What follows belongs to an exercise in optimizing a design on an open flow for small area, a short achievable clock period and few clock cycles per item; a production flow would make more cautious choices.
At most, simulation tests tie the RTL to the original design; equivalence was not proved.
Function not checked in run 2: the RTL went through the layout flow alone.

==> flow/design.v (outline; a module is shown in full before it is edited, if it fits) <==
// module sigmoid_unit: 593 lines
// module pfx_row_h3_11_11: 45 lines
// module pfx_row_h3_12_12: 51 lines
// module pfx_row_h3_13_13: 53 lines
// module pfx_row_h3_14_14: 57 lines
// module pfx_row_h3_15_15: 61 lines
// module pfx_row_bk_16_16: 67 lines
// module pfx_row_bk_17_16: 69 lines
module sigmoid_unit (
    input  wire               clk,
    input  wire               rst,
    input  wire               in_valid,
    input  wire signed [15:0] net_in,
    output wire               out_valid,
    output wire signed [31:0] f_net,
    output wire signed [31:0] x,
    output wire signed [31:0] y,
    output wire signed [31:0] z
);
  // ...
==> flow/flow/run.sh <==
#!/bin/bash
set -euo pipefail
export BUFFER_PORTS_ARGS="-buffer_cell sky130_fd_sc_hd__buf_1"
# one tie cell drives all constant outputs
export SKIP_REPAIR_TIE_FANOUT=1
# stronger flip-flops where one drives several output buffers
export POST_GLOBAL_PLACE_TCL=$PWD/flow/upsize_out_ff.tcl UPSIZE_FF4_MIN=4 UPSIZE_FF2_MIN=99
bash standard.sh > standard.log 2>&1
==> flow/flow/upsize_out_ff.tcl <==
# Give the flip-flops that drive several output-port buffers (the copies of
# the sign bits, and the z bits that also drive f_net) a stronger drive.
set block [ord::get_db_block]
set n_up 0
foreach inst [$block getInsts] {
  if {[[$inst getMaster] getName] ne "sky130_fd_sc_hd__dfxtp_1"} { continue }
  set q [$inst findITerm Q]
  set net [$q getNet]
  if {$net eq "NULL"} { continue }
  set nout 0
  foreach it [$net getITerms] {
    if {[string match "output*" [[$it getInst] getName]]} { incr nout }
  }
  if {$nout >= $::env(UPSIZE_FF4_MIN)} {
    replace_cell [$inst getName] sky130_fd_sc_hd__dfxtp_4
    incr n_up
  } elseif {$nout >= $::env(UPSIZE_FF2_MIN)} {
    replace_cell [$inst getName] sky130_fd_sc_hd__dfxtp_2
    incr n_up
  }
}
puts "upsize_out_ff: resized $n_up flip-flops"
==> flow/standard.sh <==
#!/bin/bash
# synth_recipe.tcl (not shown) runs the flow's synth.tcl, then flattens the netlist and writes it again
# the make line also repeats each setting of config.mk as NAME=value (left out here)
make -C /OpenROAD-flow-scripts/flow DESIGN_CONFIG=/design/flow/config.mk WORK_HOME=/design/flow/orfs CLKGATE_MAP_FILE= SYNTH_SCRIPT=/design/flow/synth_recipe.tcl "${@:-finish}"
==> flow/config.mk <==
export PLATFORM = sky130hd
export DESIGN_NAME = sigmoid_unit
export DESIGN_NICKNAME = sigmoid_unit
export VERILOG_FILES = /design/flow/design.v
export SDC_FILE = /design/flow/constraint.sdc
export NUM_CORES = 4
export LEC_CHECK = 0
export ABC_AREA = 1
export CAP_MARGIN = 20
export CORE_MARGIN = 2
export CORE_UTILIZATION = 40
export CTS_BUF_LIST = sky130_fd_sc_hd__clkbuf_4 sky130_fd_sc_hd__clkbuf_8
export SLEW_MARGIN = 20
==> flow/constraint.sdc <==
create_clock -name core_clock -period 62.0 [get_ports {clk}]
set_input_delay 12.4000 -clock core_clock [delete_from_list [all_inputs] [get_ports {clk}]]
set_output_delay 12.4000 -clock core_clock [all_outputs]
set_load 0.01 [all_outputs]
==> flow_metrics.py, run 1 <==
metrics = {
    "route": {
        "route.detailed.drc": 0,
        "wl_per_cell_um": 11.9,
        "wl_met1_um": 9970,
    },
    "timing": {
        "clock.fmax_ghz": 0.0751,
        "relSlewSlack_pct": 33.7,
        "final-setup-viol-count": 0,
    },
    "logic_synthesis": {
        "ys_ff_latch": 103,
        "synth-compound-area-share_pct": 9.35,
        "yosys.cell_count.top_type": "nand2_1",
        "synth_top_area_share_pct": 18.5,
        "synthesis.area_sq_um": 11200,
        "synth-edff-count": 0,
        "synthArstFlopShare_pct": 0,
        "synthTopCellsByArea": "dfxtp_1 18%, ha_1 16%, fa_1 14%",
        "avgSynthCellArea_sq_um": 7.69,
        "yosys_warnings": 1,
        "synth_top_family_by_area": "adder cells",
    },
    "worst_setup_path": {
        "worstSetupPathType": "flop to output port",
        "cp.required_ns": 49.60,
        "cp_num_buf_inv": 1,
        "cp-endpoint": "y[15]",
        "crit_cells": 1,
        "critPathMaxFanout": 6,
    },
    "cells_and_area": {
        "utilization_pct": 41.8,
        "nonClkBufAreaFrac_pct": 3.55,
        "multi_input_area_share_pct": 65.9,
        "seq_share_pct": 18.0,
        "fillers": 2832,
    },
    "die": {
        "start_util_pct": 40.4,
        "fp-row-count": 61,
    },
    "grt": {
        "grt_max_degree": 47,
        "grt_pass1_wl_um": 38300,
    },
    "status": {
        "status": "complete, no violations",
    },
    "clock_tree": {
        "clkLatencyLatePin_ns": 0.40,
        "cts.sinks": 103,
        "path_clk_slew_ns": 0.11,
    },
}
Testbench counts, summed over its fixed seeds: cycles 16,024, items 16,000.
==> module sigmoid_unit, before the edit <==
module sigmoid_unit (
    input  wire               clk,
    input  wire               rst,
    input  wire               in_valid,
    input  wire signed [15:0] net_in,
    output wire               out_valid,
    output wire signed [31:0] f_net,
    output wire signed [31:0] x,
    output wire signed [31:0] y,
    output wire signed [31:0] z
);
reg [15:0] net_q;
reg        v0;
always @(posedge clk) begin
    net_q <= net_in;
    v0    <= in_valid & ~rst;
end
wire        s0 = net_q[15];
wire [15:0] d0 = ((net_q ^ {16{s0}}) + {15'd0, s0} + 16'd1000);
wire [10:0] tk9 = 11'd1953;
wire [10:0] df9;
wire        ge9;
pfx_row_h3_11_11 row9 (.t(tk9), .d(d0[10:0]), .hz(~|d0[15:11]), .ge(ge9), .r(df9));
wire [10:0] tr9 = df9;
wire [11:0] tk8 = {tr9, 1'b0};
wire [11:0] df8;
wire        ge8;
pfx_row_h3_12_12 row8 (.t(tk8), .d(d0[11:0]), .hz(~|d0[15:12]), .ge(ge8), .r(df8));
wire [11:0] tr8 = df8;
wire [12:0] tk7 = {tr8, 1'b0};
wire [12:0] df7;
wire        ge7;
pfx_row_h3_13_13 row7 (.t(tk7), .d(d0[12:0]), .hz(~|d0[15:13]), .ge(ge7), .r(df7));
wire [12:0] tr7 = df7;
wire [13:0] tk6 = {tr7, 1'b0};
wire [13:0] df6;
wire        ge6;
pfx_row_h3_14_14 row6 (.t(tk6), .d(d0[13:0]), .hz(~|d0[15:14]), .ge(ge6), .r(df6));
wire [13:0] tr6 = df6;
wire [14:0] tk5 = {tr6, 1'b1};
wire [14:0] df5;
wire        ge5;
pfx_row_h3_15_15 row5 (.t(tk5), .d(d0[14:0]), .hz(~|d0[15:15]), .ge(ge5), .r(df5));
wire [14:0] tr5 = df5;
reg [15:0] d1;
reg        s1;
reg        v1;
reg [14:0] t1;
reg        q9_1;
reg        q8_1;
reg        q7_1;
reg        q6_1;
reg        q5_1;
always @(posedge clk) begin
    d1 <= d0;
    s1 <= s0;
    v1 <= v0 & ~rst;
    t1 <= tr5;
    q9_1 <= ge9;
    q8_1 <= ge8;
    q7_1 <= ge7;
    q6_1 <= ge6;
    q5_1 <= ge5;
end
wire [15:0] tk4 = {t1, 1'b1};
wire [15:0] df4;
wire        ge4;
pfx_row_bk_16_16 row4 (.t(tk4), .d(d1[15:0]), .hz(1'b1), .ge(ge4), .r(df4));
wire [15:0] tr4 = df4;
wire [16:0] tk3 = {tr4, 1'b1};
wire [15:0] df3;
wire        ge3;
pfx_row_bk_17_16 row3 (.t(tk3), .d(d1[15:0]), .hz(1'b1), .ge(ge3), .r(df3));
wire [15:0] tr3 = df3;
wire [16:0] tk2 = {tr3, 1'b1};
wire [15:0] df2;
wire        ge2;
pfx_row_bk_17_16 row2 (.t(tk2), .d(d1[15:0]), .hz(1'b1), .ge(ge2), .r(df2));
wire [15:0] tr2 = df2;
wire [16:0] tk1 = {tr2, 1'b1};
wire [15:0] df1;
wire        ge1;
pfx_row_bk_17_16 row1 (.t(tk1), .d(d1[15:0]), .hz(1'b1), .ge(ge1), .r(df1));
wire [15:0] tr1 = df1;
wire [16:0] tk0 = {tr1, 1'b1};
wire [15:0] df0;
wire        ge0;
pfx_row_bk_17_16 row0 (.t(tk0), .d(d1[15:0]), .hz(1'b1), .ge(ge0), .r(df0));
wire [8:0]  qh = {q9_1, q8_1, q7_1, q6_1, q5_1, ge4, ge3, ge2, ge1};
wire        q0 = ge0;
wire [8:0] v;
wire [9:0] v_p, v_g;
assign v_g[0] = 1'b0; assign v_p[0] = 1'b0;
assign v_p[1] = (~qh[0]) ^ (1'b0); assign v_g[1] = (~qh[0]) & (1'b0);
assign v_p[2] = (~qh[1]) ^ (1'b0); assign v_g[2] = (~qh[1]) & (1'b0);
assign v_p[3] = (~qh[2]) ^ (1'b1); assign v_g[3] = (~qh[2]) & (1'b1);
assign v_p[4] = (~qh[3]) ^ (1'b0); assign v_g[4] = (~qh[3]) & (1'b0);
assign v_p[5] = (~qh[4]) ^ (1'b1); assign v_g[5] = (~qh[4]) & (1'b1);
assign v_p[6] = (~qh[5]) ^ (1'b1); assign v_g[6] = (~qh[5]) & (1'b1);
assign v_p[7] = (~qh[6]) ^ (1'b1); assign v_g[7] = (~qh[6]) & (1'b1);
assign v_p[8] = (~qh[7]) ^ (1'b1); assign v_g[8] = (~qh[7]) & (1'b1);
assign v_p[9] = (~qh[8]) ^ (1'b1); assign v_g[9] = (~qh[8]) & (1'b1);
wire v_g0_1 = v_g[1] | (v_p[1] & v_g[0]);
wire v_p0_1 = v_p[1] & v_p[0];
wire v_g0_3 = v_g[3] | (v_p[3] & v_g[2]);
wire v_p0_3 = v_p[3] & v_p[2];
wire v_g0_5 = v_g[5] | (v_p[5] & v_g[4]);
wire v_p0_5 = v_p[5] & v_p[4];
wire v_g0_7 = v_g[7] | (v_p[7] & v_g[6]);
wire v_p0_7 = v_p[7] & v_p[6];
wire v_g0_9 = v_g[9] | (v_p[9] & v_g[8]);
wire v_p0_9 = v_p[9] & v_p[8];
wire v_g1_2 = v_g[2] | (v_p[2] & v_g0_1);
wire v_p1_2 = v_p[2] & v_p0_1;
wire v_g1_3 = v_g0_3 | (v_p0_3 & v_g0_1);
wire v_p1_3 = v_p0_3 & v_p0_1;
wire v_g1_6 = v_g[6] | (v_p[6] & v_g0_5);
wire v_p1_6 = v_p[6] & v_p0_5;
wire v_g1_7 = v_g0_7 | (v_p0_7 & v_g0_5);
wire v_p1_7 = v_p0_7 & v_p0_5;
wire v_g2_4 = v_g[4] | (v_p[4] & v_g1_3);
wire v_p2_4 = v_p[4] & v_p1_3;
wire v_g2_5 = v_g0_5 | (v_p0_5 & v_g1_3);
wire v_p2_5 = v_p0_5 & v_p1_3;
wire v_g2_6 = v_g1_6 | (v_p1_6 & v_g1_3);
wire v_p2_6 = v_p1_6 & v_p1_3;
wire v_g2_7 = v_g1_7 | (v_p1_7 & v_g1_3);
wire v_p2_7 = v_p1_7 & v_p1_3;
wire v_g3_8 = v_g[8] | (v_p[8] & v_g2_7);
wire v_p3_8 = v_p[8] & v_p2_7;
wire v_g3_9 = v_g0_9 | (v_p0_9 & v_g2_7);
wire v_p3_9 = v_p0_9 & v_p2_7;
assign v[0] = v_p[1] ^ v_g[0];
assign v[1] = v_p[2] ^ v_g0_1;
assign v[2] = v_p[3] ^ v_g1_2;
assign v[3] = v_p[4] ^ v_g1_3;
assign v[4] = v_p[5] ^ v_g2_4;
assign v[5] = v_p[6] ^ v_g2_5;
assign v[6] = v_p[7] ^ v_g2_6;
assign v[7] = v_p[8] ^ v_g2_7;
assign v[8] = v_p[9] ^ v_g3_8;
wire [9:0] nv;
wire [10:0] nv_p, nv_g;
assign nv_g[0] = 1'b0; assign nv_p[0] = 1'b0;
assign nv_p[1] = (qh[0]) ^ (1'b1); assign nv_g[1] = (qh[0]) & (1'b1);
assign nv_p[2] = (qh[1]) ^ (1'b0); assign nv_g[2] = (qh[1]) & (1'b0);
assign nv_p[3] = (qh[2]) ^ (1'b1); assign nv_g[3] = (qh[2]) & (1'b1);
assign nv_p[4] = (qh[3]) ^ (1'b1); assign nv_g[4] = (qh[3]) & (1'b1);
assign nv_p[5] = (qh[4]) ^ (1'b0); assign nv_g[5] = (qh[4]) & (1'b0);
assign nv_p[6] = (qh[5]) ^ (1'b0); assign nv_g[6] = (qh[5]) & (1'b0);
assign nv_p[7] = (qh[6]) ^ (1'b0); assign nv_g[7] = (qh[6]) & (1'b0);
assign nv_p[8] = (qh[7]) ^ (1'b0); assign nv_g[8] = (qh[7]) & (1'b0);
assign nv_p[9] = (qh[8]) ^ (1'b0); assign nv_g[9] = (qh[8]) & (1'b0);
assign nv_p[10] = (1'b0) ^ (1'b1); assign nv_g[10] = (1'b0) & (1'b1);
wire nv_g0_1 = nv_g[1] | (nv_p[1] & nv_g[0]);
wire nv_p0_1 = nv_p[1] & nv_p[0];
wire nv_g0_3 = nv_g[3] | (nv_p[3] & nv_g[2]);
wire nv_p0_3 = nv_p[3] & nv_p[2];
wire nv_g0_5 = nv_g[5] | (nv_p[5] & nv_g[4]);
wire nv_p0_5 = nv_p[5] & nv_p[4];
wire nv_g0_7 = nv_g[7] | (nv_p[7] & nv_g[6]);
wire nv_p0_7 = nv_p[7] & nv_p[6];
wire nv_g0_9 = nv_g[9] | (nv_p[9] & nv_g[8]);
wire nv_p0_9 = nv_p[9] & nv_p[8];
wire nv_g1_2 = nv_g[2] | (nv_p[2] & nv_g0_1);
wire nv_p1_2 = nv_p[2] & nv_p0_1;
wire nv_g1_3 = nv_g0_3 | (nv_p0_3 & nv_g0_1);
wire nv_p1_3 = nv_p0_3 & nv_p0_1;
wire nv_g1_6 = nv_g[6] | (nv_p[6] & nv_g0_5);
wire nv_p1_6 = nv_p[6] & nv_p0_5;
wire nv_g1_7 = nv_g0_7 | (nv_p0_7 & nv_g0_5);
wire nv_p1_7 = nv_p0_7 & nv_p0_5;
wire nv_g1_10 = nv_g[10] | (nv_p[10] & nv_g0_9);
wire nv_p1_10 = nv_p[10] & nv_p0_9;
wire nv_g2_4 = nv_g[4] | (nv_p[4] & nv_g1_3);
wire nv_p2_4 = nv_p[4] & nv_p1_3;
wire nv_g2_5 = nv_g0_5 | (nv_p0_5 & nv_g1_3);
wire nv_p2_5 = nv_p0_5 & nv_p1_3;
wire nv_g2_6 = nv_g1_6 | (nv_p1_6 & nv_g1_3);
wire nv_p2_6 = nv_p1_6 & nv_p1_3;
wire nv_g2_7 = nv_g1_7 | (nv_p1_7 & nv_g1_3);
wire nv_p2_7 = nv_p1_7 & nv_p1_3;
wire nv_g3_8 = nv_g[8] | (nv_p[8] & nv_g2_7);
wire nv_p3_8 = nv_p[8] & nv_p2_7;
wire nv_g3_9 = nv_g0_9 | (nv_p0_9 & nv_g2_7);
wire nv_p3_9 = nv_p0_9 & nv_p2_7;
wire nv_g3_10 = nv_g1_10 | (nv_p1_10 & nv_g2_7);
wire nv_p3_10 = nv_p1_10 & nv_p2_7;
assign nv[0] = nv_p[1] ^ nv_g[0];
assign nv[1] = nv_p[2] ^ nv_g0_1;
assign nv[2] = nv_p[3] ^ nv_g1_2;
assign nv[3] = nv_p[4] ^ nv_g1_3;
assign nv[4] = nv_p[5] ^ nv_g2_4;
assign nv[5] = nv_p[6] ^ nv_g2_5;
assign nv[6] = nv_p[7] ^ nv_g2_6;
assign nv[7] = nv_p[8] ^ nv_g2_7;
assign nv[8] = nv_p[9] ^ nv_g3_8;
assign nv[9] = nv_p[10] ^ nv_g3_9;
wire [9:0] zp;
wire [10:0] zp_p, zp_g;
assign zp_g[0] = 1'b0; assign zp_p[0] = 1'b0;
assign zp_p[1] = (~qh[0]) ^ (1'b0); assign zp_g[1] = (~qh[0]) & (1'b0);
assign zp_p[2] = (~qh[1]) ^ (1'b0); assign zp_g[2] = (~qh[1]) & (1'b0);
assign zp_p[3] = (~qh[2]) ^ (1'b0); assign zp_g[3] = (~qh[2]) & (1'b0);
assign zp_p[4] = (~qh[3]) ^ (1'b1); assign zp_g[4] = (~qh[3]) & (1'b1);
assign zp_p[5] = (~qh[4]) ^ (1'b0); assign zp_g[5] = (~qh[4]) & (1'b0);
assign zp_p[6] = (~qh[5]) ^ (1'b1); assign zp_g[6] = (~qh[5]) & (1'b1);
assign zp_p[7] = (~qh[6]) ^ (1'b1); assign zp_g[7] = (~qh[6]) & (1'b1);
assign zp_p[8] = (~qh[7]) ^ (1'b1); assign zp_g[8] = (~qh[7]) & (1'b1);
assign zp_p[9] = (~qh[8]) ^ (1'b1); assign zp_g[9] = (~qh[8]) & (1'b1);
assign zp_p[10] = (1'b1) ^ (1'b1); assign zp_g[10] = (1'b1) & (1'b1);
wire zp_g0_1 = zp_g[1] | (zp_p[1] & zp_g[0]);
wire zp_p0_1 = zp_p[1] & zp_p[0];
wire zp_g0_3 = zp_g[3] | (zp_p[3] & zp_g[2]);
wire zp_p0_3 = zp_p[3] & zp_p[2];
wire zp_g0_5 = zp_g[5] | (zp_p[5] & zp_g[4]);
wire zp_p0_5 = zp_p[5] & zp_p[4];
wire zp_g0_7 = zp_g[7] | (zp_p[7] & zp_g[6]);
wire zp_p0_7 = zp_p[7] & zp_p[6];
wire zp_g0_9 = zp_g[9] | (zp_p[9] & zp_g[8]);
wire zp_p0_9 = zp_p[9] & zp_p[8];
wire zp_g1_2 = zp_g[2] | (zp_p[2] & zp_g0_1);
wire zp_p1_2 = zp_p[2] & zp_p0_1;
wire zp_g1_3 = zp_g0_3 | (zp_p0_3 & zp_g0_1);
wire zp_p1_3 = zp_p0_3 & zp_p0_1;
wire zp_g1_6 = zp_g[6] | (zp_p[6] & zp_g0_5);
wire zp_p1_6 = zp_p[6] & zp_p0_5;
wire zp_g1_7 = zp_g0_7 | (zp_p0_7 & zp_g0_5);
wire zp_p1_7 = zp_p0_7 & zp_p0_5;
wire zp_g1_10 = zp_g[10] | (zp_p[10] & zp_g0_9);
wire zp_p1_10 = zp_p[10] & zp_p0_9;
wire zp_g2_4 = zp_g[4] | (zp_p[4] & zp_g1_3);
wire zp_p2_4 = zp_p[4] & zp_p1_3;
wire zp_g2_5 = zp_g0_5 | (zp_p0_5 & zp_g1_3);
wire zp_p2_5 = zp_p0_5 & zp_p1_3;
wire zp_g2_6 = zp_g1_6 | (zp_p1_6 & zp_g1_3);
wire zp_p2_6 = zp_p1_6 & zp_p1_3;
wire zp_g2_7 = zp_g1_7 | (zp_p1_7 & zp_g1_3);
wire zp_p2_7 = zp_p1_7 & zp_p1_3;
wire zp_g3_8 = zp_g[8] | (zp_p[8] & zp_g2_7);
wire zp_p3_8 = zp_p[8] & zp_p2_7;
wire zp_g3_9 = zp_g0_9 | (zp_p0_9 & zp_g2_7);
wire zp_p3_9 = zp_p0_9 & zp_p2_7;
wire zp_g3_10 = zp_g1_10 | (zp_p1_10 & zp_g2_7);
wire zp_p3_10 = zp_p1_10 & zp_p2_7;
assign zp[0] = zp_p[1] ^ zp_g[0];
assign zp[1] = zp_p[2] ^ zp_g0_1;
assign zp[2] = zp_p[3] ^ zp_g1_2;
assign zp[3] = zp_p[4] ^ zp_g1_3;
assign zp[4] = zp_p[5] ^ zp_g2_4;
assign zp[5] = zp_p[6] ^ zp_g2_5;
assign zp[6] = zp_p[7] ^ zp_g2_6;
assign zp[7] = zp_p[8] ^ zp_g2_7;
assign zp[8] = zp_p[9] ^ zp_g3_8;
assign zp[9] = zp_p[10] ^ zp_g3_9;
wire [9:0] qh1;
wire [10:0] qh1_p, qh1_g;
assign qh1_g[0] = 1'b1; assign qh1_p[0] = 1'b0;
assign qh1_p[1] = (qh[0]) ^ (1'b0); assign qh1_g[1] = (qh[0]) & (1'b0);
assign qh1_p[2] = (qh[1]) ^ (1'b0); assign qh1_g[2] = (qh[1]) & (1'b0);
assign qh1_p[3] = (qh[2]) ^ (1'b0); assign qh1_g[3] = (qh[2]) & (1'b0);
assign qh1_p[4] = (qh[3]) ^ (1'b0); assign qh1_g[4] = (qh[3]) & (1'b0);
assign qh1_p[5] = (qh[4]) ^ (1'b0); assign qh1_g[5] = (qh[4]) & (1'b0);
assign qh1_p[6] = (qh[5]) ^ (1'b0); assign qh1_g[6] = (qh[5]) & (1'b0);
assign qh1_p[7] = (qh[6]) ^ (1'b0); assign qh1_g[7] = (qh[6]) & (1'b0);
assign qh1_p[8] = (qh[7]) ^ (1'b0); assign qh1_g[8] = (qh[7]) & (1'b0);
assign qh1_p[9] = (qh[8]) ^ (1'b0); assign qh1_g[9] = (qh[8]) & (1'b0);
assign qh1_p[10] = (1'b0) ^ (1'b0); assign qh1_g[10] = (1'b0) & (1'b0);
wire qh1_g0_1 = qh1_g[1] | (qh1_p[1] & qh1_g[0]);
wire qh1_p0_1 = qh1_p[1] & qh1_p[0];
wire qh1_g0_3 = qh1_g[3] | (qh1_p[3] & qh1_g[2]);
wire qh1_p0_3 = qh1_p[3] & qh1_p[2];
wire qh1_g0_5 = qh1_g[5] | (qh1_p[5] & qh1_g[4]);
wire qh1_p0_5 = qh1_p[5] & qh1_p[4];
wire qh1_g0_7 = qh1_g[7] | (qh1_p[7] & qh1_g[6]);
wire qh1_p0_7 = qh1_p[7] & qh1_p[6];
wire qh1_g0_9 = qh1_g[9] | (qh1_p[9] & qh1_g[8]);
wire qh1_p0_9 = qh1_p[9] & qh1_p[8];
wire qh1_g1_2 = qh1_g[2] | (qh1_p[2] & qh1_g0_1);
wire qh1_p1_2 = qh1_p[2] & qh1_p0_1;
wire qh1_g1_3 = qh1_g0_3 | (qh1_p0_3 & qh1_g0_1);
wire qh1_p1_3 = qh1_p0_3 & qh1_p0_1;
wire qh1_g1_6 = qh1_g[6] | (qh1_p[6] & qh1_g0_5);
wire qh1_p1_6 = qh1_p[6] & qh1_p0_5;
wire qh1_g1_7 = qh1_g0_7 | (qh1_p0_7 & qh1_g0_5);
wire qh1_p1_7 = qh1_p0_7 & qh1_p0_5;
wire qh1_g1_10 = qh1_g[10] | (qh1_p[10] & qh1_g0_9);
wire qh1_p1_10 = qh1_p[10] & qh1_p0_9;
wire qh1_g2_4 = qh1_g[4] | (qh1_p[4] & qh1_g1_3);
wire qh1_p2_4 = qh1_p[4] & qh1_p1_3;
wire qh1_g2_5 = qh1_g0_5 | (qh1_p0_5 & qh1_g1_3);
wire qh1_p2_5 = qh1_p0_5 & qh1_p1_3;
wire qh1_g2_6 = qh1_g1_6 | (qh1_p1_6 & qh1_g1_3);
wire qh1_p2_6 = qh1_p1_6 & qh1_p1_3;
wire qh1_g2_7 = qh1_g1_7 | (qh1_p1_7 & qh1_g1_3);
wire qh1_p2_7 = qh1_p1_7 & qh1_p1_3;
wire qh1_g3_8 = qh1_g[8] | (qh1_p[8] & qh1_g2_7);
wire qh1_p3_8 = qh1_p[8] & qh1_p2_7;
wire qh1_g3_9 = qh1_g0_9 | (qh1_p0_9 & qh1_g2_7);
wire qh1_p3_9 = qh1_p0_9 & qh1_p2_7;
wire qh1_g3_10 = qh1_g1_10 | (qh1_p1_10 & qh1_g2_7);
wire qh1_p3_10 = qh1_p1_10 & qh1_p2_7;
assign qh1[0] = qh1_p[1] ^ qh1_g[0];
assign qh1[1] = qh1_p[2] ^ qh1_g0_1;
assign qh1[2] = qh1_p[3] ^ qh1_g1_2;
assign qh1[3] = qh1_p[4] ^ qh1_g1_3;
assign qh1[4] = qh1_p[5] ^ qh1_g2_4;
assign qh1[5] = qh1_p[6] ^ qh1_g2_5;
assign qh1[6] = qh1_p[7] ^ qh1_g2_6;
assign qh1[7] = qh1_p[8] ^ qh1_g2_7;
assign qh1[8] = qh1_p[9] ^ qh1_g3_8;
assign qh1[9] = qh1_p[10] ^ qh1_g3_9;
wire [9:0]  yv  = s1 ? (q0 ? {nv[8:0], 1'b0} : {~v, 1'b1}) : {v, ~q0};
wire [9:0]  zv  = s1 ? (q0 ? qh1 : {1'b0, qh}) : zp;
wire        yneg0 = s1 & (d1 >= 16'd1002);
wire        yneg1 = s1 & (d1 != 16'd1001);
wire        yneg2 = s1 & ((|d1[15:10]) | (d1[9:0] >= 10'd1002));
wire        yneg3 = s1 & (d1[15:1] != 15'd500);
wire [15:0] nn;
wire [16:0] nn_p, nn_g;
assign nn_g[0] = 1'b0; assign nn_p[0] = 1'b0;
assign nn_p[1] = (d1[0] ^ s1) ^ (s1); assign nn_g[1] = (d1[0] ^ s1) & (s1);
assign nn_p[2] = (d1[1] ^ s1) ^ (1'b0); assign nn_g[2] = (d1[1] ^ s1) & (1'b0);
assign nn_p[3] = (d1[2] ^ s1) ^ (1'b0); assign nn_g[3] = (d1[2] ^ s1) & (1'b0);
assign nn_p[4] = (d1[3] ^ s1) ^ (1'b1); assign nn_g[4] = (d1[3] ^ s1) & (1'b1);
assign nn_p[5] = (d1[4] ^ s1) ^ (~s1); assign nn_g[5] = (d1[4] ^ s1) & (~s1);
assign nn_p[6] = (d1[5] ^ s1) ^ (s1); assign nn_g[6] = (d1[5] ^ s1) & (s1);
assign nn_p[7] = (d1[6] ^ s1) ^ (s1); assign nn_g[7] = (d1[6] ^ s1) & (s1);
assign nn_p[8] = (d1[7] ^ s1) ^ (s1); assign nn_g[8] = (d1[7] ^ s1) & (s1);
assign nn_p[9] = (d1[8] ^ s1) ^ (s1); assign nn_g[9] = (d1[8] ^ s1) & (s1);
assign nn_p[10] = (d1[9] ^ s1) ^ (s1); assign nn_g[10] = (d1[9] ^ s1) & (s1);
assign nn_p[11] = (d1[10] ^ s1) ^ (~s1); assign nn_g[11] = (d1[10] ^ s1) & (~s1);
assign nn_p[12] = (d1[11] ^ s1) ^ (~s1); assign nn_g[12] = (d1[11] ^ s1) & (~s1);
assign nn_p[13] = (d1[12] ^ s1) ^ (~s1); assign nn_g[13] = (d1[12] ^ s1) & (~s1);
assign nn_p[14] = (d1[13] ^ s1) ^ (~s1); assign nn_g[14] = (d1[13] ^ s1) & (~s1);
assign nn_p[15] = (d1[14] ^ s1) ^ (~s1); assign nn_g[15] = (d1[14] ^ s1) & (~s1);
assign nn_p[16] = (d1[15] ^ s1) ^ (~s1); assign nn_g[16] = (d1[15] ^ s1) & (~s1);
wire nn_g0_1 = nn_g[1] | (nn_p[1] & nn_g[0]);
wire nn_p0_1 = nn_p[1] & nn_p[0];
wire nn_g1_2 = nn_g[2] | (nn_p[2] & nn_g0_1);
wire nn_p1_2 = nn_p[2] & nn_p0_1;
wire nn_g2_3 = nn_g[3] | (nn_p[3] & nn_g1_2);
wire nn_p2_3 = nn_p[3] & nn_p1_2;
wire nn_g3_4 = nn_g[4] | (nn_p[4] & nn_g2_3);
wire nn_p3_4 = nn_p[4] & nn_p2_3;
wire nn_g4_5 = nn_g[5] | (nn_p[5] & nn_g3_4);
wire nn_p4_5 = nn_p[5] & nn_p3_4;
wire nn_g5_6 = nn_g[6] | (nn_p[6] & nn_g4_5);
wire nn_p5_6 = nn_p[6] & nn_p4_5;
wire nn_g6_7 = nn_g[7] | (nn_p[7] & nn_g5_6);
wire nn_p6_7 = nn_p[7] & nn_p5_6;
wire nn_g7_8 = nn_g[8] | (nn_p[8] & nn_g6_7);
wire nn_p7_8 = nn_p[8] & nn_p6_7;
wire nn_g8_9 = nn_g[9] | (nn_p[9] & nn_g7_8);
wire nn_p8_9 = nn_p[9] & nn_p7_8;
wire nn_g9_10 = nn_g[10] | (nn_p[10] & nn_g8_9);
wire nn_p9_10 = nn_p[10] & nn_p8_9;
wire nn_g10_11 = nn_g[11] | (nn_p[11] & nn_g9_10);
wire nn_p10_11 = nn_p[11] & nn_p9_10;
wire nn_g11_12 = nn_g[12] | (nn_p[12] & nn_g10_11);
wire nn_p11_12 = nn_p[12] & nn_p10_11;
wire nn_g12_13 = nn_g[13] | (nn_p[13] & nn_g11_12);
wire nn_p12_13 = nn_p[13] & nn_p11_12;
wire nn_g13_14 = nn_g[14] | (nn_p[14] & nn_g12_13);
wire nn_p13_14 = nn_p[14] & nn_p12_13;
wire nn_g14_15 = nn_g[15] | (nn_p[15] & nn_g13_14);
wire nn_p14_15 = nn_p[15] & nn_p13_14;
wire nn_g15_16 = nn_g[16] | (nn_p[16] & nn_g14_15);
wire nn_p15_16 = nn_p[16] & nn_p14_15;
assign nn[0] = nn_p[1] ^ nn_g[0];
assign nn[1] = nn_p[2] ^ nn_g0_1;
assign nn[2] = nn_p[3] ^ nn_g1_2;
assign nn[3] = nn_p[4] ^ nn_g2_3;
assign nn[4] = nn_p[5] ^ nn_g3_4;
assign nn[5] = nn_p[6] ^ nn_g4_5;
assign nn[6] = nn_p[7] ^ nn_g5_6;
assign nn[7] = nn_p[8] ^ nn_g6_7;
assign nn[8] = nn_p[9] ^ nn_g7_8;
assign nn[9] = nn_p[10] ^ nn_g8_9;
assign nn[10] = nn_p[11] ^ nn_g9_10;
assign nn[11] = nn_p[12] ^ nn_g10_11;
assign nn[12] = nn_p[13] ^ nn_g11_12;
assign nn[13] = nn_p[14] ^ nn_g12_13;
assign nn[14] = nn_p[15] ^ nn_g13_14;
assign nn[15] = nn_p[16] ^ nn_g14_15;
wire [21:0] n22  = {{6{s1}}, nn};
wire [21:0] x1;
wire [22:0] x1_p, x1_g;
assign x1_g[0] = 1'b0; assign x1_p[0] = 1'b0;
assign x1_p[1] = (n22[0]) ^ (1'b0); assign x1_g[1] = (n22[0]) & (1'b0);
assign x1_p[2] = (n22[1]) ^ (1'b0); assign x1_g[2] = (n22[1]) & (1'b0);
assign x1_p[3] = (n22[2]) ^ (1'b0); assign x1_g[3] = (n22[2]) & (1'b0);
assign x1_p[4] = (n22[3]) ^ (1'b0); assign x1_g[4] = (n22[3]) & (1'b0);
assign x1_p[5] = (n22[4]) ^ (1'b0); assign x1_g[5] = (n22[4]) & (1'b0);
assign x1_p[6] = (n22[5]) ^ (1'b0); assign x1_g[6] = (n22[5]) & (1'b0);
assign x1_p[7] = (n22[6]) ^ (1'b0); assign x1_g[7] = (n22[6]) & (1'b0);
assign x1_p[8] = (n22[7]) ^ (n22[0]); assign x1_g[8] = (n22[7]) & (n22[0]);
assign x1_p[9] = (n22[8]) ^ (n22[1]); assign x1_g[9] = (n22[8]) & (n22[1]);
assign x1_p[10] = (n22[9]) ^ (n22[2]); assign x1_g[10] = (n22[9]) & (n22[2]);
assign x1_p[11] = (n22[10]) ^ (n22[3]); assign x1_g[11] = (n22[10]) & (n22[3]);
assign x1_p[12] = (n22[11]) ^ (n22[4]); assign x1_g[12] = (n22[11]) & (n22[4]);
assign x1_p[13] = (n22[12]) ^ (n22[5]); assign x1_g[13] = (n22[12]) & (n22[5]);
assign x1_p[14] = (n22[13]) ^ (n22[6]); assign x1_g[14] = (n22[13]) & (n22[6]);
assign x1_p[15] = (n22[14]) ^ (n22[7]); assign x1_g[15] = (n22[14]) & (n22[7]);
assign x1_p[16] = (n22[15]) ^ (n22[8]); assign x1_g[16] = (n22[15]) & (n22[8]);
assign x1_p[17] = (n22[16]) ^ (n22[9]); assign x1_g[17] = (n22[16]) & (n22[9]);
assign x1_p[18] = (n22[17]) ^ (n22[10]); assign x1_g[18] = (n22[17]) & (n22[10]);
assign x1_p[19] = (n22[18]) ^ (n22[11]); assign x1_g[19] = (n22[18]) & (n22[11]);
assign x1_p[20] = (n22[19]) ^ (n22[12]); assign x1_g[20] = (n22[19]) & (n22[12]);
assign x1_p[21] = (n22[20]) ^ (n22[13]); assign x1_g[21] = (n22[20]) & (n22[13]);
assign x1_p[22] = (n22[21]) ^ (n22[14]); assign x1_g[22] = (n22[21]) & (n22[14]);
wire x1_g0_1 = x1_g[1] | (x1_p[1] & x1_g[0]);
wire x1_p0_1 = x1_p[1] & x1_p[0];
wire x1_g1_2 = x1_g[2] | (x1_p[2] & x1_g0_1);
wire x1_p1_2 = x1_p[2] & x1_p0_1;
wire x1_g2_3 = x1_g[3] | (x1_p[3] & x1_g1_2);
wire x1_p2_3 = x1_p[3] & x1_p1_2;
wire x1_g3_4 = x1_g[4] | (x1_p[4] & x1_g2_3);
wire x1_p3_4 = x1_p[4] & x1_p2_3;
wire x1_g4_5 = x1_g[5] | (x1_p[5] & x1_g3_4);
wire x1_p4_5 = x1_p[5] & x1_p3_4;
wire x1_g5_6 = x1_g[6] | (x1_p[6] & x1_g4_5);
wire x1_p5_6 = x1_p[6] & x1_p4_5;
wire x1_g6_7 = x1_g[7] | (x1_p[7] & x1_g5_6);
wire x1_p6_7 = x1_p[7] & x1_p5_6;
wire x1_g7_8 = x1_g[8] | (x1_p[8] & x1_g6_7);
wire x1_p7_8 = x1_p[8] & x1_p6_7;
wire x1_g8_9 = x1_g[9] | (x1_p[9] & x1_g7_8);
wire x1_p8_9 = x1_p[9] & x1_p7_8;
wire x1_g9_10 = x1_g[10] | (x1_p[10] & x1_g8_9);
wire x1_p9_10 = x1_p[10] & x1_p8_9;
wire x1_g10_11 = x1_g[11] | (x1_p[11] & x1_g9_10);
wire x1_p10_11 = x1_p[11] & x1_p9_10;
wire x1_g11_12 = x1_g[12] | (x1_p[12] & x1_g10_11);
wire x1_p11_12 = x1_p[12] & x1_p10_11;
wire x1_g12_13 = x1_g[13] | (x1_p[13] & x1_g11_12);
wire x1_p12_13 = x1_p[13] & x1_p11_12;
wire x1_g13_14 = x1_g[14] | (x1_p[14] & x1_g12_13);
wire x1_p13_14 = x1_p[14] & x1_p12_13;
wire x1_g14_15 = x1_g[15] | (x1_p[15] & x1_g13_14);
wire x1_p14_15 = x1_p[15] & x1_p13_14;
wire x1_g15_16 = x1_g[16] | (x1_p[16] & x1_g14_15);
wire x1_p15_16 = x1_p[16] & x1_p14_15;
wire x1_g16_17 = x1_g[17] | (x1_p[17] & x1_g15_16);
wire x1_p16_17 = x1_p[17] & x1_p15_16;
wire x1_g17_18 = x1_g[18] | (x1_p[18] & x1_g16_17);
wire x1_p17_18 = x1_p[18] & x1_p16_17;
wire x1_g18_19 = x1_g[19] | (x1_p[19] & x1_g17_18);
wire x1_p18_19 = x1_p[19] & x1_p17_18;
wire x1_g19_20 = x1_g[20] | (x1_p[20] & x1_g18_19);
wire x1_p19_20 = x1_p[20] & x1_p18_19;
wire x1_g20_21 = x1_g[21] | (x1_p[21] & x1_g19_20);
wire x1_p20_21 = x1_p[21] & x1_p19_20;
wire x1_g21_22 = x1_g[22] | (x1_p[22] & x1_g20_21);
wire x1_p21_22 = x1_p[22] & x1_p20_21;
assign x1[0] = x1_p[1] ^ x1_g[0];
assign x1[1] = x1_p[2] ^ x1_g0_1;
assign x1[2] = x1_p[3] ^ x1_g1_2;
assign x1[3] = x1_p[4] ^ x1_g2_3;
assign x1[4] = x1_p[5] ^ x1_g3_4;
assign x1[5] = x1_p[6] ^ x1_g4_5;
assign x1[6] = x1_p[7] ^ x1_g5_6;
assign x1[7] = x1_p[8] ^ x1_g6_7;
assign x1[8] = x1_p[9] ^ x1_g7_8;
assign x1[9] = x1_p[10] ^ x1_g8_9;
assign x1[10] = x1_p[11] ^ x1_g9_10;
assign x1[11] = x1_p[12] ^ x1_g10_11;
assign x1[12] = x1_p[13] ^ x1_g11_12;
assign x1[13] = x1_p[14] ^ x1_g12_13;
assign x1[14] = x1_p[15] ^ x1_g13_14;
assign x1[15] = x1_p[16] ^ x1_g14_15;
assign x1[16] = x1_p[17] ^ x1_g15_16;
assign x1[17] = x1_p[18] ^ x1_g16_17;
assign x1[18] = x1_p[19] ^ x1_g17_18;
assign x1[19] = x1_p[20] ^ x1_g18_19;
assign x1[20] = x1_p[21] ^ x1_g19_20;
assign x1[21] = x1_p[22] ^ x1_g20_21;
wire [21:0] xx;
wire [22:0] xx_p, xx_g;
assign xx_g[0] = 1'b1; assign xx_p[0] = 1'b0;
assign xx_p[1] = (x1[0]) ^ (1'b1); assign xx_g[1] = (x1[0]) & (1'b1);
assign xx_p[2] = (x1[1]) ^ (1'b1); assign xx_g[2] = (x1[1]) & (1'b1);
assign xx_p[3] = (x1[2]) ^ (~n22[0]); assign xx_g[3] = (x1[2]) & (~n22[0]);
assign xx_p[4] = (x1[3]) ^ (~n22[1]); assign xx_g[4] = (x1[3]) & (~n22[1]);
assign xx_p[5] = (x1[4]) ^ (~n22[2]); assign xx_g[5] = (x1[4]) & (~n22[2]);
assign xx_p[6] = (x1[5]) ^ (~n22[3]); assign xx_g[6] = (x1[5]) & (~n22[3]);
assign xx_p[7] = (x1[6]) ^ (~n22[4]); assign xx_g[7] = (x1[6]) & (~n22[4]);
assign xx_p[8] = (x1[7]) ^ (~n22[5]); assign xx_g[8] = (x1[7]) & (~n22[5]);
assign xx_p[9] = (x1[8]) ^ (~n22[6]); assign xx_g[9] = (x1[8]) & (~n22[6]);
assign xx_p[10] = (x1[9]) ^ (~n22[7]); assign xx_g[10] = (x1[9]) & (~n22[7]);
assign xx_p[11] = (x1[10]) ^ (~n22[8]); assign xx_g[11] = (x1[10]) & (~n22[8]);
assign xx_p[12] = (x1[11]) ^ (~n22[9]); assign xx_g[12] = (x1[11]) & (~n22[9]);
assign xx_p[13] = (x1[12]) ^ (~n22[10]); assign xx_g[13] = (x1[12]) & (~n22[10]);
assign xx_p[14] = (x1[13]) ^ (~n22[11]); assign xx_g[14] = (x1[13]) & (~n22[11]);
assign xx_p[15] = (x1[14]) ^ (~n22[12]); assign xx_g[15] = (x1[14]) & (~n22[12]);
assign xx_p[16] = (x1[15]) ^ (~n22[13]); assign xx_g[16] = (x1[15]) & (~n22[13]);
assign xx_p[17] = (x1[16]) ^ (~n22[14]); assign xx_g[17] = (x1[16]) & (~n22[14]);
assign xx_p[18] = (x1[17]) ^ (~n22[15]); assign xx_g[18] = (x1[17]) & (~n22[15]);
assign xx_p[19] = (x1[18]) ^ (~n22[16]); assign xx_g[19] = (x1[18]) & (~n22[16]);
assign xx_p[20] = (x1[19]) ^ (~n22[17]); assign xx_g[20] = (x1[19]) & (~n22[17]);
assign xx_p[21] = (x1[20]) ^ (~n22[18]); assign xx_g[21] = (x1[20]) & (~n22[18]);
assign xx_p[22] = (x1[21]) ^ (~n22[19]); assign xx_g[22] = (x1[21]) & (~n22[19]);
wire xx_g0_1 = xx_g[1] | (xx_p[1] & xx_g[0]);
wire xx_p0_1 = xx_p[1] & xx_p[0];
wire xx_g1_2 = xx_g[2] | (xx_p[2] & xx_g0_1);
wire xx_p1_2 = xx_p[2] & xx_p0_1;
wire xx_g2_3 = xx_g[3] | (xx_p[3] & xx_g1_2);
wire xx_p2_3 = xx_p[3] & xx_p1_2;
wire xx_g3_4 = xx_g[4] | (xx_p[4] & xx_g2_3);
wire xx_p3_4 = xx_p[4] & xx_p2_3;
wire xx_g4_5 = xx_g[5] | (xx_p[5] & xx_g3_4);
wire xx_p4_5 = xx_p[5] & xx_p3_4;
wire xx_g5_6 = xx_g[6] | (xx_p[6] & xx_g4_5);
wire xx_p5_6 = xx_p[6] & xx_p4_5;
wire xx_g6_7 = xx_g[7] | (xx_p[7] & xx_g5_6);
wire xx_p6_7 = xx_p[7] & xx_p5_6;
wire xx_g7_8 = xx_g[8] | (xx_p[8] & xx_g6_7);
wire xx_p7_8 = xx_p[8] & xx_p6_7;
wire xx_g8_9 = xx_g[9] | (xx_p[9] & xx_g7_8);
wire xx_p8_9 = xx_p[9] & xx_p7_8;
wire xx_g9_10 = xx_g[10] | (xx_p[10] & xx_g8_9);
wire xx_p9_10 = xx_p[10] & xx_p8_9;
wire xx_g10_11 = xx_g[11] | (xx_p[11] & xx_g9_10);
wire xx_p10_11 = xx_p[11] & xx_p9_10;
wire xx_g11_12 = xx_g[12] | (xx_p[12] & xx_g10_11);
wire xx_p11_12 = xx_p[12] & xx_p10_11;
wire xx_g12_13 = xx_g[13] | (xx_p[13] & xx_g11_12);
wire xx_p12_13 = xx_p[13] & xx_p11_12;
wire xx_g13_14 = xx_g[14] | (xx_p[14] & xx_g12_13);
wire xx_p13_14 = xx_p[14] & xx_p12_13;
wire xx_g14_15 = xx_g[15] | (xx_p[15] & xx_g13_14);
wire xx_p14_15 = xx_p[15] & xx_p13_14;
wire xx_g15_16 = xx_g[16] | (xx_p[16] & xx_g14_15);
wire xx_p15_16 = xx_p[16] & xx_p14_15;
wire xx_g16_17 = xx_g[17] | (xx_p[17] & xx_g15_16);
wire xx_p16_17 = xx_p[17] & xx_p15_16;
wire xx_g17_18 = xx_g[18] | (xx_p[18] & xx_g16_17);
wire xx_p17_18 = xx_p[18] & xx_p16_17;
wire xx_g18_19 = xx_g[19] | (xx_p[19] & xx_g17_18);
wire xx_p18_19 = xx_p[19] & xx_p17_18;
wire xx_g19_20 = xx_g[20] | (xx_p[20] & xx_g18_19);
wire xx_p19_20 = xx_p[20] & xx_p18_19;
wire xx_g20_21 = xx_g[21] | (xx_p[21] & xx_g19_20);
wire xx_p20_21 = xx_p[21] & xx_p19_20;
wire xx_g21_22 = xx_g[22] | (xx_p[22] & xx_g20_21);
wire xx_p21_22 = xx_p[22] & xx_p20_21;
assign xx[0] = xx_p[1] ^ xx_g[0];
assign xx[1] = xx_p[2] ^ xx_g0_1;
assign xx[2] = xx_p[3] ^ xx_g1_2;
assign xx[3] = xx_p[4] ^ xx_g2_3;
assign xx[4] = xx_p[5] ^ xx_g3_4;
assign xx[5] = xx_p[6] ^ xx_g4_5;
assign xx[6] = xx_p[7] ^ xx_g5_6;
assign xx[7] = xx_p[8] ^ xx_g6_7;
assign xx[8] = xx_p[9] ^ xx_g7_8;
assign xx[9] = xx_p[10] ^ xx_g8_9;
assign xx[10] = xx_p[11] ^ xx_g9_10;
assign xx[11] = xx_p[12] ^ xx_g10_11;
assign xx[12] = xx_p[13] ^ xx_g11_12;
assign xx[13] = xx_p[14] ^ xx_g12_13;
assign xx[14] = xx_p[15] ^ xx_g13_14;
assign xx[15] = xx_p[16] ^ xx_g14_15;
assign xx[16] = xx_p[17] ^ xx_g15_16;
assign xx[17] = xx_p[18] ^ xx_g16_17;
assign xx[18] = xx_p[19] ^ xx_g17_18;
assign xx[19] = xx_p[20] ^ xx_g18_19;
assign xx[20] = xx_p[21] ^ xx_g19_20;
assign xx[21] = xx_p[22] ^ xx_g20_21;
reg        vo;
reg [2:0] xs;
reg [3:0] ys;
reg [21:0] xr;
reg [9:0]  yr;
reg [9:0]  zr;
always @(posedge clk) begin
    vo <= v1 & ~rst;
    xs[0] <= s1;
    xs[1] <= s1 & (d1 != 16'd1000);
    xs[2] <= nn[15];
    ys[0] <= yneg0;
    ys[1] <= yneg1;
    ys[2] <= yneg2;
    ys[3] <= yneg3;
    xr <= xx;
    yr <= yv;
    zr <= zv;
end
assign out_valid = vo;
assign x     = {xs[0], xs[0], xs[0], xs[1], xs[1], xs[2], xs[2], xr, 3'b000};
assign y     = {ys[0], ys[0], ys[0], ys[0], ys[0], ys[0], ys[1], ys[1], ys[1], ys[1], ys[1], ys[2], ys[2], ys[2], ys[2], ys[2], ys[2], ys[3], ys[3], ys[3], ys[3], ys[3], yr};
assign z     = {21'd0, zr, yr[0]};
assign f_net = {22'd0, zr};
endmodule
==> inputs of run 2 (changes only) <==
--- a/flow/design.v
+++ b/flow/design.v
@@ -38,30 +38,28 @@
 pfx_row_h3_14_14 row6 (.t(tk6), .d(d0[13:0]), .hz(~|d0[15:14]), .ge(ge6), .r(df6));
 wire [13:0] tr6 = df6;
-wire [14:0] tk5 = {tr6, 1'b1};
-wire [14:0] df5;
-wire        ge5;
-pfx_row_h3_15_15 row5 (.t(tk5), .d(d0[14:0]), .hz(~|d0[15:15]), .ge(ge5), .r(df5));
-wire [14:0] tr5 = df5;
 reg [15:0] d1;
 reg        s1;
 reg        v1;
-reg [14:0] t1;
+reg [13:0] t1;
 reg        q9_1;
 reg        q8_1;
 reg        q7_1;
 reg        q6_1;
-reg        q5_1;
 always @(posedge clk) begin
     d1 <= d0;
     s1 <= s0;
     v1 <= v0 & ~rst;
-    t1 <= tr5;
+    t1 <= tr6;
     q9_1 <= ge9;
     q8_1 <= ge8;
     q7_1 <= ge7;
     q6_1 <= ge6;
-    q5_1 <= ge5;
 end
-wire [15:0] tk4 = {t1, 1'b1};
+wire [14:0] tk5 = {t1, 1'b1};
+wire [14:0] df5;
+wire        ge5;
+pfx_row_bk_15_15 row5 (.t(tk5), .d(d1[14:0]), .hz(~|d1[15:15]), .ge(ge5), .r(df5));
+wire [14:0] tr5 = df5;
+wire [15:0] tk4 = {tr5, 1'b1};
 wire [15:0] df4;
 wire        ge4;
@@ -87,5 +85,5 @@
 wire        ge0;
 pfx_row_bk_17_16 row0 (.t(tk0), .d(d1[15:0]), .hz(1'b1), .ge(ge0), .r(df0));
-wire [8:0]  qh = {q9_1, q8_1, q7_1, q6_1, q5_1, ge4, ge3, ge2, ge1};
+wire [8:0]  qh = {q9_1, q8_1, q7_1, q6_1, ge5, ge4, ge3, ge2, ge1};
 wire        q0 = ge0;
 wire [8:0] v;
@@ -798,5 +796,5 @@
 assign r  = ge ? df[13:0] : t[13:0];
 endmodule
-module pfx_row_h3_15_15 (
+module pfx_row_bk_15_15 (
     input  wire [14:0] t,
     input  wire [14:0] d,
@@ -810,50 +808,48 @@
 wire g0_1 = g[1] | (p[1] & g[0]);
 wire p0_1 = p[1] & p[0];
-wire g0_4 = g[4] | (p[4] & g[3]);
-wire p0_4 = p[4] & p[3];
+wire g0_3 = g[3] | (p[3] & g[2]);
+wire p0_3 = p[3] & p[2];
+wire g0_5 = g[5] | (p[5] & g[4]);
+wire p0_5 = p[5] & p[4];
 wire g0_7 = g[7] | (p[7] & g[6]);
 wire p0_7 = p[7] & p[6];
-wire g0_10 = g[10] | (p[10] & g[9]);
-wire p0_10 = p[10] & p[9];
+wire g0_9 = g[9] | (p[9] & g[8]);
+wire p0_9 = p[9] & p[8];
+wire g0_11 = g[11] | (p[11] & g[10]);
+wire p0_11 = p[11] & p[10];
 wire g0_13 = g[13] | (p[13] & g[12]);
 wire p0_13 = p[13] & p[12];
-wire g1_2 = g[2] | (p[2] & g0_1);
-wire p1_2 = p[2] & p0_1;
-wire g1_5 = g[5] | (p[5] & g0_4);
-wire p1_5 = p[5] & p0_4;
-wire g1_8 = g[8] | (p[8] & g0_7);
-wire p1_8 = p[8] & p0_7;
-wire g1_11 = g[11] | (p[11] & g0_10);
-wire p1_11 = p[11] & p0_10;
-wire g1_14 = g[14] | (p[14] & g0_13);
-wire p1_14 = p[14] & p0_13;
-wire g2_5 = g1_5 | (p1_5 & g1_2);
-wire p2_5 = p1_5 & p1_2;
-wire g2_11 = g1_11 | (p1_11 & g1_8);
-wire p2_11 = p1_11 & p1_8;
-wire g3_8 = g1_8 | (p1_8 & g2_5);
-wire p3_8 = p1_8 & p2_5;
-wire g3_11 = g2_11 | (p2_11 & g2_5);
-wire p3_11 = p2_11 & p2_5;
-wire g4_14 = g1_14 | (p1_14 & g3_11);
-wire p4_14 = p1_14 & p3_11;
-wire g5_3 = g[3] | (p[3] & g1_2);
-wire p5_3 = p[3] & p1_2;
-wire g5_4 = g0_4 | (p0_4 & g1_2);
-wire p5_4 = p0_4 & p1_2;
-wire g5_6 = g[6] | (p[6] & g2_5);
-wire p5_6 = p[6] & p2_5;
-wire g5_7 = g0_7 | (p0_7 & g2_5);
-wire p5_7 = p0_7 & p2_5;
-wire g5_9 = g[9] | (p[9] & g3_8);
-wire p5_9 = p[9] & p3_8;
-wire g5_10 = g0_10 | (p0_10 & g3_8);
-wire p5_10 = p0_10 & p3_8;
+wire g1_3 = g0_3 | (p0_3 & g0_1);
+wire p1_3 = p0_3 & p0_1;
+wire g1_7 = g0_7 | (p0_7 & g0_5);
+wire p1_7 = p0_7 & p0_5;
+wire g1_11 = g0_11 | (p0_11 & g0_9);
+wire p1_11 = p0_11 & p0_9;
+wire g2_7 = g1_7 | (p1_7 & g1_3);
+wire p2_7 = p1_7 & p1_3;
+wire g3_11 = g1_11 | (p1_11 & g2_7);
+wire p3_11 = p1_11 & p2_7;
+wire g4_5 = g0_5 | (p0_5 & g1_3);
+wire p4_5 = p0_5 & p1_3;
+wire g4_9 = g0_9 | (p0_9 & g2_7);
+wire p4_9 = p0_9 & p2_7;
+wire g4_13 = g0_13 | (p0_13 & g3_11);
+wire p4_13 = p0_13 & p3_11;
+wire g5_2 = g[2] | (p[2] & g0_1);
+wire p5_2 = p[2] & p0_1;
+wire g5_4 = g[4] | (p[4] & g1_3);
+wire p5_4 = p[4] & p1_3;
+wire g5_6 = g[6] | (p[6] & g4_5);
+wire p5_6 = p[6] & p4_5;
+wire g5_8 = g[8] | (p[8] & g2_7);
+wire p5_8 = p[8] & p2_7;
+wire g5_10 = g[10] | (p[10] & g4_9);
+wire p5_10 = p[10] & p4_9;
 wire g5_12 = g[12] | (p[12] & g3_11);
 wire p5_12 = p[12] & p3_11;
-wire g5_13 = g0_13 | (p0_13 & g3_11);
-wire p5_13 = p0_13 & p3_11;
-wire [14:0] bi = {g5_13, g5_12, g3_11, g5_10, g5_9, g3_8, g5_7, g5_6, g2_5, g5_4, g5_3, g1_2, g0_1, g[0], 1'b0};
-assign ge = hz & ~g4_14;
+wire g5_14 = g[14] | (p[14] & g4_13);
+wire p5_14 = p[14] & p4_13;
+wire [14:0] bi = {g4_13, g5_12, g3_11, g5_10, g4_9, g5_8, g2_7, g5_6, g4_5, g5_4, g1_3, g5_2, g0_1, g[0], 1'b0};
+assign ge = hz & ~g5_14;
 wire [14:0] df = t ^ dd ^ bi;
 assign r  = ge ? df[14:0] : t[14:0];
==> flow/flow/run.sh (replaced) <==
#!/bin/bash
set -euo pipefail
export BUFFER_PORTS_ARGS="-buffer_cell sky130_fd_sc_hd__buf_1"
bash standard.sh > standard.log 2>&1
--- a/flow/config.mk
+++ b/flow/config.mk
@@ -10,4 +10,3 @@
 export CORE_MARGIN = 2
 export CORE_UTILIZATION = 40
-export CTS_BUF_LIST = sky130_fd_sc_hd__clkbuf_4 sky130_fd_sc_hd__clkbuf_8
 export SLEW_MARGIN = 20
removed: flow/flow/upsize_out_ff.tcl
==> run 2 against run 1 <==
  * Still clean
  * Hold slack got worse by 0.0015 ns
  * Final cell count increased by 0.82%
  * Sequential share of layout area fell by 0.65 points
  * Design area increased by 0.99%
  * Highest routed layer unchanged
==> flow_metrics.py, run 2 <==
metrics = {
    "logic_synthesis": {
        "synth_top_family_by_area": "adder cells",
        "synth_cells": 1425,
        "yosys.area.top_type": "dfxtp_1",
        "synth-xor-area-share_pct": 8.38,
        "synthTopCellsByArea": "dfxtp_1 18%, ha_1 16%, fa_1 15%",
        "synth_top_area_share_pct": 18.2,
        "synth_adder_area_share_pct": 30.6,
        "post_synth_num_cell_types": 44,
        "avgSynthCellArea_sq_um": 7.79,
        "yosys.cell_count.top_type": "nand2_1",
        "yosys_warnings": 1,
        "ys.flop_type": "dfxtp_1",
        "synth_common_cells": "339 x nand2_1, 164 x inv_1, 139 x ha_1",
        "seq_area_frac_synth_pct": 18.2,
        "synthArstFlopShare_pct": 0,
        "synth-compound-area-share_pct": 8.72,
        "synthesis.area_sq_um": 11100,
        "ys_ff_latch": 101,
        "yosys.area_share.simple_pct": 21.0,
        "synth-edff-count": 0,
        "synth.area.mux_share_pct": 0.0902,
    },
    "grt": {
        "grt_pass1_vias": 8460,
        "grt_max_degree": 48,
        "antenna_found_initial": 0,
        "grt_pass1_wl_um": 38800,
        "grt_overflow_total": 0,
        "grt_usage_pct": 16.2,
    },
    "clock_tree": {
        "path_clk_slew_ns": 0.07,
        "hold_buffers": 0,
        "clockRootBuffer": "clkbuf_16",
        "cts_buffers": 9,
        "clkLatencyLatePin_ns": 0.36,
        "cts_setup_buffers": 0,
        "cts_tree": "built",
        "cts-htree-levels": 3,
        "cts_buffer_depth": 2,
        "cts.sinks": 101,
        "cts_resized": 0,
    },
    "worst_setup_path": {
        "crit_path_start": "d1[2]",
        "crit_family": "simple AND/OR/NAND/NOR gates",
        "worstSetupPathType": "flop to flop",
        "max_stage_delay_ns": 0.72,
        "cp_slowest_cell": "dfxtp_1",
        "cp_num_buf_inv": 6,
        "setup.worst_path.start_class": "flop",
        "cp.required_ns": 62.30,
        "cp_data_arrival_time_ns": 14.91,
        "rr_startpoint": "d1[2]",
        "endpoint_kind": "flop",
        "cp_common_cell": "nand2_1",
        "critPathMaxFanout": 31,
    },
    "route": {
        "vias": 8616,
        "postRouteAntennaNets": 0,
        "drt-total-wl_um": 22200,
        "viasPerCell": 4.65,
        "wl_per_cell_um": 12.0,
        "route.detailed.drc": 0,
        "firstDrtPassIters": 4,
        "drtIter0Drc": 329,
    },
    "cells_and_area": {
        "final_cell_mix": "339 x nand2_1, 164 x inv_1, 139 x ha_1",
        "diodes": 0,
        "design_area_sq_um": 11700,
        "drive_gt1_share_pct": 5.54,
        "reg_top3": "xr x22, d1 x16, net_q x16",
        "synthToLayoutAreaGrowth_pct": 5.02,
        "fillers": 2737,
        "layout_commonest_cell": "nand2_1",
        "top_register": "xr",
        "finalNetCount": 1716,
        "largest_reg_flops": 22,
    },
    "min_path": {
        "worstHoldStart": "v0",
        "worstHoldPathType": "flop to flop",
    },
    "status": {
        "status": "complete, no violations",
    },
    "die": {
        "die_x_um": 171,
        "fp-row-count": 60,
        "core_area_sq_um": 27100,
        "fp.dieH_um": 171,
        "ios": 148,
        "dieArea_sq_um": 29100,
        "start_util_pct": 40.9,
    },
    "flow_run": {
        "maxCapViolCount": 0,
    },
    "timing": {
        "finalCriticalPeriod_ns": 14.61,
        "final-setup-viol-count": 0,
        "clock.fmax_ghz": 0.0685,
        "tightest_slew_ns": 0.766,
        "holdWs_ns": 0.406,
        "hold_violations": 0,
        "fin_crit_sh_pct": 23.6,
        "skew_ns": 0.0125,
        "slew_viol_final": 0,
        "setup_tns_ns": 0,
        "rsz0062_at_grt": "false",
        "relSlewSlack_pct": 48.9,
    },
    "place": {
        "port_buffers": 101,
        "dpl.hpwl_um": 18900,
        "placed_cell_area_sq_um": 11400,
        "routabilityCongestion": 0.865,
    },
}
[run 2: changes by cell type after synthesis, sizes merged, moves of 5 or more]
cell	delta
nor2	+23
o21ai	-12
xor2	-6
nand3	+7
or2	+5
nand2	-19
nor3	-6
inv	-15
xnor2	+11
a21oi	-6
[run 2: tightest hold or removal path: stages (launching register included)]
cell     delay, ns
dfxtp_1       0.30
inv_1         0.04
nor2_1        0.03
[run 2: kinds of logic (layout without fill, tap and decap cells)]
kind of cell	count (synthesis)	in the layout
flip-flops	101	101
buffers and inverters	290	300
adder cells (fa/ha/maj)	222	222
AO/OA/AOI/OAI	168	168
XOR/XNOR	101	101
AND/OR/NAND/NOR	541	541
other	1	46
multiplexers	1	1
[run 2: stage by stage]
stage	utilization, %	instances	setup slack (ns)
3_3_place_gp	42.0	1836	47.66
3_5_place_dp	42.0	1836	47.20
6_report	43.0	1852	47.39
4_1_cts	43.0	1852	47.19
2_1_floorplan	-	1470	49.03
5_1_grt	43.0	1852	45.24
[run 2: cell type report]
type / count / area (sq um) / share of cell area [%]
Clock buffer: 10 / 229 / 1.96
Sequential cell: 101 / 2020 / 17.4
Clock inverter: 6 / 40.0 / 0.344
Tap cell: 372 / 465 / 3.99
Multi-Input combinational cell: 1079 / 7810 / 67.0
Inverter: 178 / 671 / 5.75
Timing Repair Buffer: 106 / 417 / 3.58
[run 2: final timing paths]
| path | end | cells past startpoint | slack (ns) |
|---|---|---|---|
| worst min-delay path | v1 | 2 | 0.41 |
| worst min register to register | v1 | 2 | 0.41 |
| worst max-delay path | zr[2] | 69 | 47.39 |
| worst max register to register | zr[2] | 69 | 47.39 |
[run 2: routing by layer]
metal  global-route usage (%)  wire length (um)
met1                     20.3             10400
met5                        0                 0
met4                     3.12               260
met2                     30.1             11000
met3                     1.85               489

==> port drivers added, routing unchanged <==
No port has a modelled driver above. Below, the same layouts with a new extraction and two added sets of constraints. Step 1: set_driving_cell puts a clkbuf_16 on clk and a buf_2 on each other input, an assumption about the parent block. Step 2 moves the port delays by t, midway between the first and last clock arrival at a register: inputs arrive t later, outputs are due t later. That takes back most of the time a late clock gives input paths. Three values: ideal, step 1, step 2; two values: the first two.
run	shift t [ns]	setup WS [ns]	clock arrival spread, ns
run 1	0.424	48.690 / 48.650 / 49.075	0.023 / 0.023
run 2	0.396	47.392 / 47.392 / 47.392	0.013 / 0.012
After both steps every run listed still meets setup and hold.
